This design comes from an exercise in tuning for small area on the open sky130 flow, not from production work. In this exercise RTL edits were held to simulation tests only and were not proved equivalent to the original. No activity file was given, so power comes from the tool's default toggle rates.

==> flow/design.v <==
`timescale 1ns / 1ps
module s_div (clkin,rst_n,tick,tick2,tick3);
    input   clkin;
    input   rst_n;
    output  tick,tick2,tick3;
    reg     clkout,clkout2,clkout3;
    integer qout,qout2,qout3;
    assign tick  = (qout==999)  && !clkout;      
    assign tick2 = (qout2==199) && !clkout2;     
    assign tick3 = (qout3==19)  && !clkout3;     
    always@(posedge clkin)
    begin
        if(!rst_n) begin
            qout<=0; qout2<=0; qout3<=0;
            clkout<=0; clkout2<=0; clkout3<=0;
        end
        else begin
            if(qout==999)  
            begin
                qout<=0;
                clkout<=~clkout;
            end
            else    qout<=qout+1;
            if(qout2==199)  
            begin
                qout2<=0;
                clkout2<=~clkout2;
            end
            else    qout2<=qout2+1;
            if(qout3==19)  
            begin
                qout3<=0;
                clkout3<=~clkout3;
            end
            else    qout3<=qout3+1;
        end
    end
endmodule
`timescale 1ns / 1ps
module ajxd(
    input [3:0]btn_in,
    input btn_clk,
    input btn_tick,
    input rst_n,
    output [3:0]btn_out
    );
    reg  [3:0] btn0;
    reg  [3:0] btn1;
    reg  [3:0] btn2;
    always@(posedge btn_clk)
    begin
        if(!rst_n) begin
            btn0<=0;
            btn1<=0;
            btn2<=0;
        end
        else if(btn_tick) begin
            btn0<=btn_in;
            btn1<=btn0;
            btn2<=btn1;
        end
    end
    assign btn_out=(btn2&btn1&btn0)|(~btn2&btn1&btn0);
endmodule
`timescale 1ns / 1ps
module decoder_7seg (
    input [4:0] cnt,     
    input [1:0] floor,   
    input [1:0] sta,     
    output reg [7:0] seg,
    output reg [5:0] dig,
    input clkin,
    input rst_n
    );
    reg clk;
    integer    qout;
    wire tick = (qout==9) && !clk;
    always@(posedge clkin)begin
        if(!rst_n) begin
            qout<=0;
            clk<=0;
        end
        else if(qout==9)  
        begin
            qout<=0;
            clk<=~clk;
        end
        else qout<=qout+1;
    end
    integer state,showdata;
    always@(posedge clkin)begin
        if(!rst_n) begin
            state<=0;
            dig=6'b111111;
            showdata=0;
            seg[0]=0;
        end
        else if(tick) begin
        if(state==0)begin
            state<=1;
            dig=6'b111110;
            showdata=floor;
            seg[0]=0;
        end
        if(state==1)begin
            state<=2;
            dig=6'b111101;
            showdata=10+sta;
            seg[0]=0;
        end
        else if(state==2)begin
            state<=3;
            dig=6'b011111;
            showdata=cnt/10;
            seg[0]=1;    
        end
        else if(state==3)begin
            state<=0;
            dig=6'b101111;
            showdata=cnt%10;
            seg[0]=0;
        end
        end
    end
    always@(showdata)
        case(showdata)
            4'b0000: seg[7:1] = 7'b1111110;
            4'b0001: seg[7:1] = 7'b0110000;
            4'b0010: seg[7:1] = 7'b1101101;
            4'b0011: seg[7:1] = 7'b1111001;
            4'b0100: seg[7:1] = 7'b0110011;
            4'b0101: seg[7:1] = 7'b1011011;
            4'b0110: seg[7:1] = 7'b0011111;
            4'b0111: seg[7:1] = 7'b1110000;
            4'b1000: seg[7:1] = 7'b1111111;
            4'b1001: seg[7:1] = 7'b1110011;
            4'b1010: seg[7:1] = 7'b0000001;  
            4'b1011: seg[7:1] = 7'b1000000;
            4'b1100: seg[7:1] = 7'b0001000;
            default: seg[7:1] = 7'b0000000;
        endcase
endmodule
`timescale 1ns / 1ps
module top(
    input clkin,     
    input rst_n,     
    input power,     
    input reset,     
    input [3:0] col,
    output reg beep,     
    output reg [11:0]led,
    output [7:0] seg,
    output [5:0] dig,
    output [3:0] row
    );
    wire clk_100ms,clk_btn,clk_beep;     
    wire [3:0]key;
    integer floor1,floor2,cnt1,cnt2,EN1,EN2,datashow,rst,state;
    assign row[3:0]=4'b1110;
    s_div clk(
        .clkin(clkin),
        .rst_n(rst_n),
        .tick(clk_100ms),
        .tick2(clk_btn),
        .tick3(clk_beep)
    );
    decoder_7seg dec(
        .cnt(cnt1+cnt2),     
        .floor(datashow),    
        .sta(state),         
        .seg(seg),
        .dig(dig),
        .clkin(clkin),
        .rst_n(rst_n)
    );
    ajxd a(
        .btn_in(col),
        .btn_clk(clkin),
        .btn_tick(clk_btn),
        .rst_n(rst_n),
        .btn_out(key)
    );
    always@(posedge clkin)begin
        if(!rst_n) beep=0;
        else if(clk_beep) begin
            if(cnt1>28||cnt2>28)begin
                beep=~beep;
            end
            else beep=0;
        end
    end
    always@(posedge clkin) begin
        if(!rst_n) begin
            floor1=1;
            floor2=0;
            cnt1=0;
            cnt2=0;
            EN1=0;
            EN2=0;
            datashow=0;
            rst<=0;
            state=0;
            led=0;
        end
        else if(clk_100ms) begin
        rst<=reset;
        if(rst^reset)begin
            if(!floor1)begin     
                EN2=1;
                EN1=0;
                cnt1=0;
                cnt2=0;
            end
        end
        if(!power) begin
            cnt1=0;
            cnt2=0;
            EN1=0;
            EN2=0;
            datashow=0;
        end
        else begin
            if(!floor2&&!key[3])begin
                led[3]=1;
                EN1=1;
                cnt1=0;
            end
            if(!floor1&&!key[2])begin
                led[2]=1;
                EN2=1;
                cnt2=0;
            end
            if(!floor2&&!key[1])begin
                led[1]=1;
                EN1=1;
                cnt1=0;
            end
            if(!floor1&&!key[0])begin
                led[0]=1;
                EN2=1;
                cnt2=0;
            end
        end
        if(!EN1&&!EN2) begin
            state=0;
        end
        if(!EN1) begin
            cnt1=0;
            led[3]=0;
            led[1]=0;
        end
        if(!EN2) begin
            cnt2=0;
            led[2]=0;
            led[0]=0;
        end
        if(EN1&&EN2)begin
            if(cnt1>cnt2)begin
                cnt1=cnt1+1;
                floor1=0;
                state=1;
            end
            else begin
                cnt2=cnt2+1;
                floor2=0;
                state=2;
            end
        end
        else if(EN1)begin
            cnt1=cnt1+1;
            floor1=0;
            state=1;
        end
        else if(EN2)begin
            cnt2=cnt2+1;
            floor2=0;
            state=2;
        end
        if(0<cnt1&&cnt1<20)datashow=1;
        else if(cnt1>=20)datashow=2;
        if(0<cnt2&&cnt2<20)datashow=2;
        else if(cnt2>=20)datashow=1;
        if(cnt1+cnt2<6)led[11:7]=0;
        if(cnt1==6)led[7]=1;
        else if(cnt1==12)led[8]=1;
        else if(cnt1==18)led[9]=1;
        else if(cnt1==24)led[10]=1;
        else if(cnt1==30)led[11]=1;
        if(cnt2==6)led[11]=1;
        else if(cnt2==12)led[10]=1;
        else if(cnt2==18)led[9]=1;
        else if(cnt2==24)led[8]=1;
        else if(cnt2==30)led[7]=1;
        if(cnt1==30)begin
            EN1=0;
            floor2=1;
            cnt1=0;
        end
        if(cnt2==30)begin
            EN2=0;
            floor1=1;
            cnt2=0;
        end
        end
    end
endmodule
==> flow/run.sh <==
#!/bin/bash
# synth_recipe.tcl (not shown) runs the flow's synth.tcl, then flattens the netlist and writes it again
# the make line also repeats each setting of config.mk as NAME=value (left out here)
make -C /OpenROAD-flow-scripts/flow DESIGN_CONFIG=/design/flow/config.mk WORK_HOME=/design/flow/orfs CLKGATE_MAP_FILE= SYNTH_SCRIPT=/design/flow/synth_recipe.tcl finish
==> flow/config.mk <==
export PLATFORM = sky130hd
export DESIGN_NAME = top
export DESIGN_NICKNAME = top
export VERILOG_FILES = /design/flow/design.v
export SDC_FILE = /design/flow/constraint.sdc
export NUM_CORES = 4
export LEC_CHECK = 0
export CAP_MARGIN = 20
export CORE_MARGIN = 2
export CORE_UTILIZATION = 40
export SLEW_MARGIN = 20
==> flow/constraint.sdc <==
create_clock -name core_clock -period 15.0 [get_ports {clkin}]
set_input_delay 3.0000 -clock core_clock [delete_from_list [all_inputs] [get_ports {clkin}]]
set_output_delay 3.0000 -clock core_clock [all_outputs]
set_load 0.01 [all_outputs]
==> flow_summary.rst <==
.. list-table::
   :header-rows: 1

   * - Metric
     - Value
   * - Post-synthesis async set-or-reset flop share
     - 0%
   * - Post-CTS setup repair buffer count
     - 0
   * - Setup TNS
     - 0 ps
   * - Initial detailed-routing violation count
     - 1186
   * - Areal power density over the cells
     - 88.1 mW/mm^2
   * - Post-synth top area share
     - 33.9%
   * - Total number of nets in the final design
     - 2564
   * - Flip-flop cell with the highest count after synthesis
     - sky130_fd_sc_hd__dfxtp_1
   * - End-of-flow core utilization
     - 45.2%
   * - Synth Instances
     - 2476
   * - Die area
     - 0.0505 sq mm
   * - Critical-path maximum fanout
     - 32
   * - Crit-path leading delay family
     - compound AO/OA/AOI/OAI gates
   * - DRT Pass-1 Iters
     - 6
   * - Final Hold Slack
     - 445 ps
   * - Top area cells in the synthesized netlist
     - sky130_fd_sc_hd__dfxtp_1 (34%), sky130_fd_sc_hd__nand2_1 (7.3%), sky130_fd_sc_hd__ha_1 (5.6%), sky130_fd_sc_hd__nor2_1 (4.6%), sky130_fd_sc_hd__xnor2_1 (4.0%)
   * - Worst Path Class, Setup
     - in2reg
   * - Total power
     - 1.91 mW
   * - R2r endpoint
     - led[9]$_SDFFE_PN0P_
   * - Clock transition at the registers of the reported paths
     - 60 ps
   * - Number of clock sinks
     - 330
   * - Class of the tightest hold or removal check
     - reg2reg
   * - Grt total ovfl
     - 0
   * - Initial Util
     - 40.6%
   * - Slew Limit Fails
     - 0
   * - Post-route clock period utilization
     - 84.4%
   * - Distinct cell type count of the synthesized netlist
     - 98
   * - Cell count after placement
     - 3042
   * - Most frequent cell after synthesis
     - sky130_fd_sc_hd__nand2_1
   * - Required time at the worst-slack endpoint
     - 15430 ps
   * - Area of the multi-input gates
     - 0.0122 sq mm
   * - Switching component of the power
     - 414 uW
   * - Final worst setup slack
     - 2340 ps
   * - Total count of hold-check failures in the final report
     - 0
   * - Mean cell area of the mapped netlist
     - 7.87 sq um
   * - Pin count of the biggest net entering global routing
     - 80
   * - Largest vdd supply drop
     - 0.0716 mV
   * - Via count of the first global-routing pass
     - 16500
   * - Number of buffers added by the clock tree synthesis step
     - 39
   * - Count of antenna diodes in the layout
     - 0
   * - Worst R2R Setup Slack
     - 4860 ps
   * - Routability-driven placement congestion ratio
     - 0.940
   * - All-layer global routing usage
     - 22.0%
   * - Buffer type at the clock tree root
     - sky130_fd_sc_hd__clkbuf_16
   * - Unrepaired setup endpoints after global routing
     - no
   * - Share of post-route cells with drive strength above 1
     - 5.96%
   * - Share of synthesized area occupied by flip-flops and latches
     - 33.9%
   * - Initial antenna violation count
     - 0
   * - Drt total wl
     - 56600 um
   * - Clock latency reported for the late side of the worst-skew pair
     - 570 ps
   * - Final Skew
     - 19.7 ps
   * - Post-detailed-route DRC marker count
     - 0
   * - Part of the total power dissipated in the clock network
     - 52.0%
   * - Max-cap violations
     - 0
   * - Gate power share
     - 1.8%
   * - Int Power
     - 1.49 mW
   * - Flip-flop and latch count after synthesis
     - 330
   * - Area added between synthesis and finish
     - 11.3%
   * - Worst setup timing slack at the placement stage
     - 2030 ps
   * - Largest incremental delay on the critical path
     - 710 ps
   * - Cells on worst reg2reg path
     - 31
   * - Hold-fix buffer count after cts
     - 0
   * - Site Rows
     - 80
   * - Number of enable-type register cells in the synthesized netlist
     - 0
   * - Clock tree from TritonCTS
     - yes
   * - Clock buffer depth
     - 3
   * - Count of filler cells inserted in the layout
     - 4736
   * - FF/Latch Area
     - 0.00661 sq mm
   * - Run status
     - finished clean
   * - CP Data Arrival Time
     - 13090 ps
   * - Worst path bufs/invs
     - 4
   * - Slew at the pin closest to its max-slew limit
     - 1010 ps
   * - Post-Syn Area
     - 0.0195 sq mm
   * - Worst slew slack as a fraction of its limit
     - 32.5%
   * - Placed Area
     - 0.0203 sq mm
   * - Leakage power total
     - 8.15 nW
   * - Chip width
     - 225 um
   * - Count of endpoints failing setup in the final report
     - 0
   * - CP startpoint kind
     - primary input
   * - Max Clk Rate
     - 0.0790 GHz
   * - Slowest cell on crit path
     - sky130_fd_sc_hd__o21a_2
   * - Core region area
     - 0.0479 sq mm
   * - Synth warn
     - 7
   * - Number of I/O port buffers
     - 29
   * - Launch point of the worst reg-to-reg path
     - a.btn0[3]$_SDFFE_PN0P_
   * - Final HPWL from detailed placement
     - 42400 um
   * - Routed via count
     - 17700
   * - Wirelength per Cell
     - 18.2 um
   * - Cell count of the worst hold path
     - 1
   * - Top cells by count, synth
     - sky130_fd_sc_hd__nand2_1 (381), sky130_fd_sc_hd__dfxtp_1 (330), sky130_fd_sc_hd__nor2_1 (240), sky130_fd_sc_hd__nand3_1 (105), sky130_fd_sc_hd__a21oi_1 (102)
   * - Vias/cell
     - 5.70
   * - CTS resizes
     - 0
   * - CP endpoint kind
     - flip-flop
   * - Period minus WS final
     - 12660 ps
   * - End point of the most critical hold path
     - clk.qout2[0]$_SDFF_PP0_
   * - Final design area excluding fillers
     - 0.0217 sq mm
   * - Sw frac
     - 21.7%
   * - Wire length of the first global-routing pass
     - 89400 um
   * - Count of pins on the block boundary
     - 39
   * - Final instance count without filler cells
     - 3113
   * - Critical hold path startpoint
     - clk.qout2[0]$_SDFF_PP0_
   * - Die Y
     - 225 um
   * - Leading area contributor after synthesis
     - sky130_fd_sc_hd__dfxtp_1
   * - Flop pwr share
     - 46.2%
   * - Antenna-violating nets left
     - 0
   * - Number of H-tree levels
     - 2
==> cell families (layout without fill, tap and decap cells) <==
| kind of cell | Yosys count | in the layout | synth area share [%] |
|---|---|---|---|
| buffers and inverters | 189 | 204 | 3.93 |
| DFF | 330 | 330 | 33.9 |
| adders and majority gates | 88 | 88 | 5.69 |
| xor gates and xnor gates | 179 | 179 | 8.09 |
| AOI/OAI and AO/OA | 482 | 482 | 17.4 |
| muxes | 24 | 24 | 1.28 |
| other | 2 | 9 | 0.0386 |
| and+or+nand+nor | 1182 | 1182 | 29.6 |
==> placed cells by master (no fill, tap or decap), types with 28 or more instances in the layout <==
master                            instances
sky130_fd_sc_hd__clkdlybuf4s50_1         28
sky130_fd_sc_hd__a21oi_1                102
sky130_fd_sc_hd__ha_1                    87
sky130_fd_sc_hd__nor2b_1                 35
sky130_fd_sc_hd__nor4_1                  81
sky130_fd_sc_hd__nand3_1                105
sky130_fd_sc_hd__nand4_1                 61
sky130_fd_sc_hd__nor3_1                  48
sky130_fd_sc_hd__and3_1                  43
sky130_fd_sc_hd__xnor2_1                 89
sky130_fd_sc_hd__nand2_1                381
sky130_fd_sc_hd__o21ai_0                 71
sky130_fd_sc_hd__and2_1                  98
sky130_fd_sc_hd__clkbuf_16               40
sky130_fd_sc_hd__nor2_1                 238
sky130_fd_sc_hd__dfxtp_1                330
sky130_fd_sc_hd__inv_1                   79
sky130_fd_sc_hd__a21boi_0                92
sky130_fd_sc_hd__xor2_1                  89
==> power groups by stage <==
stage	registers [mW]	logic [mW]	clock network (mW)
2_1_floorplan	0.901	0.0264	0
3_3_place_gp	0.901	0.0339	0
3_5_place_dp	0.901	0.0342	0
4_1_cts	0.882	0.0344	1.02
5_1_grt	0.882	0.0378	1.05
6_report	0.882	0.0344	0.992
==> worst max-delay path by stage <==
stage                     startpoint              endpoint  cells after the start
after floorplan                reset  led[10]$_SDFFE_PN0P_                     36
after detailed placement       power   led[7]$_SDFFE_PN0P_                     33
after CTS                      power   led[7]$_SDFFE_PN0P_                     33
after global routing           power  led[11]$_SDFFE_PN0P_                     33
after global placement         power  led[10]$_SDFFE_PN0P_                     32
final                          power   led[9]$_SDFFE_PN0P_                     33
==> state kept, by name, summed over array words and instances (netlist names), 2 cells and up, named ones only <==
signal,count
cnt2,32
dec.qout,32
EN1,32
state,2
dec.showdata,31
datashow,2
EN2,32
clk.qout2,32
dec.state,2
a.btn1,4
clk.qout,32
dec.dig,4
a.btn0,4
led,9
clk.qout3,32
cnt1,32
==> layer usage <==
layer | vias up | global-route usage (%) | routed length, um
li1 | 8710 | - | -
met1 | 8285 | 29.8 | 25900
met2 | 612 | 35.0 | 24700
met3 | 139 | 3.50 | 3560
met4 | 0 | 9.04 | 2390
met5 | - | 0 | 0
==> layout make-up <==
type                            instances  area share [%]
Timing Repair Buffer                   54            2.19
Clock inverter                         20            1.24
Sequential cell                       330            30.5
Inverter                               79            1.37
Multi-Input combinational cell       1964            56.1
Clock buffer                           51            5.04
Tap cell                              615            3.55

-- static timing again, ports no longer ideal --
Ports are ideal in the flow. The routed layout listed here was re-timed in OpenROAD.
Step 1: set_driving_cell puts a clkbuf_16 on clkin and a buf_2 on each other input, an assumption about the parent block.
Step 2 moves the port delays by t, midway between the first and last clock arrival at a register: inputs arrive t later, outputs are due t later. That takes back most of the time a late clock gives input paths.
Three values: no drivers, after step 1, after step 2; two values: the first two.
t, ns: 0.614
slack for setup (ns): 2.341 / 2.377 / 1.763
hold WS [ns]: 0.445 / 0.445 / 0.445
worst register clock-pin slew, ns: 0.07 / 0.07
After both steps setup and hold are still met in this run. For this run, drivers alone change the setup slack by +0.036 ns; drivers and shift together by -0.578 ns.
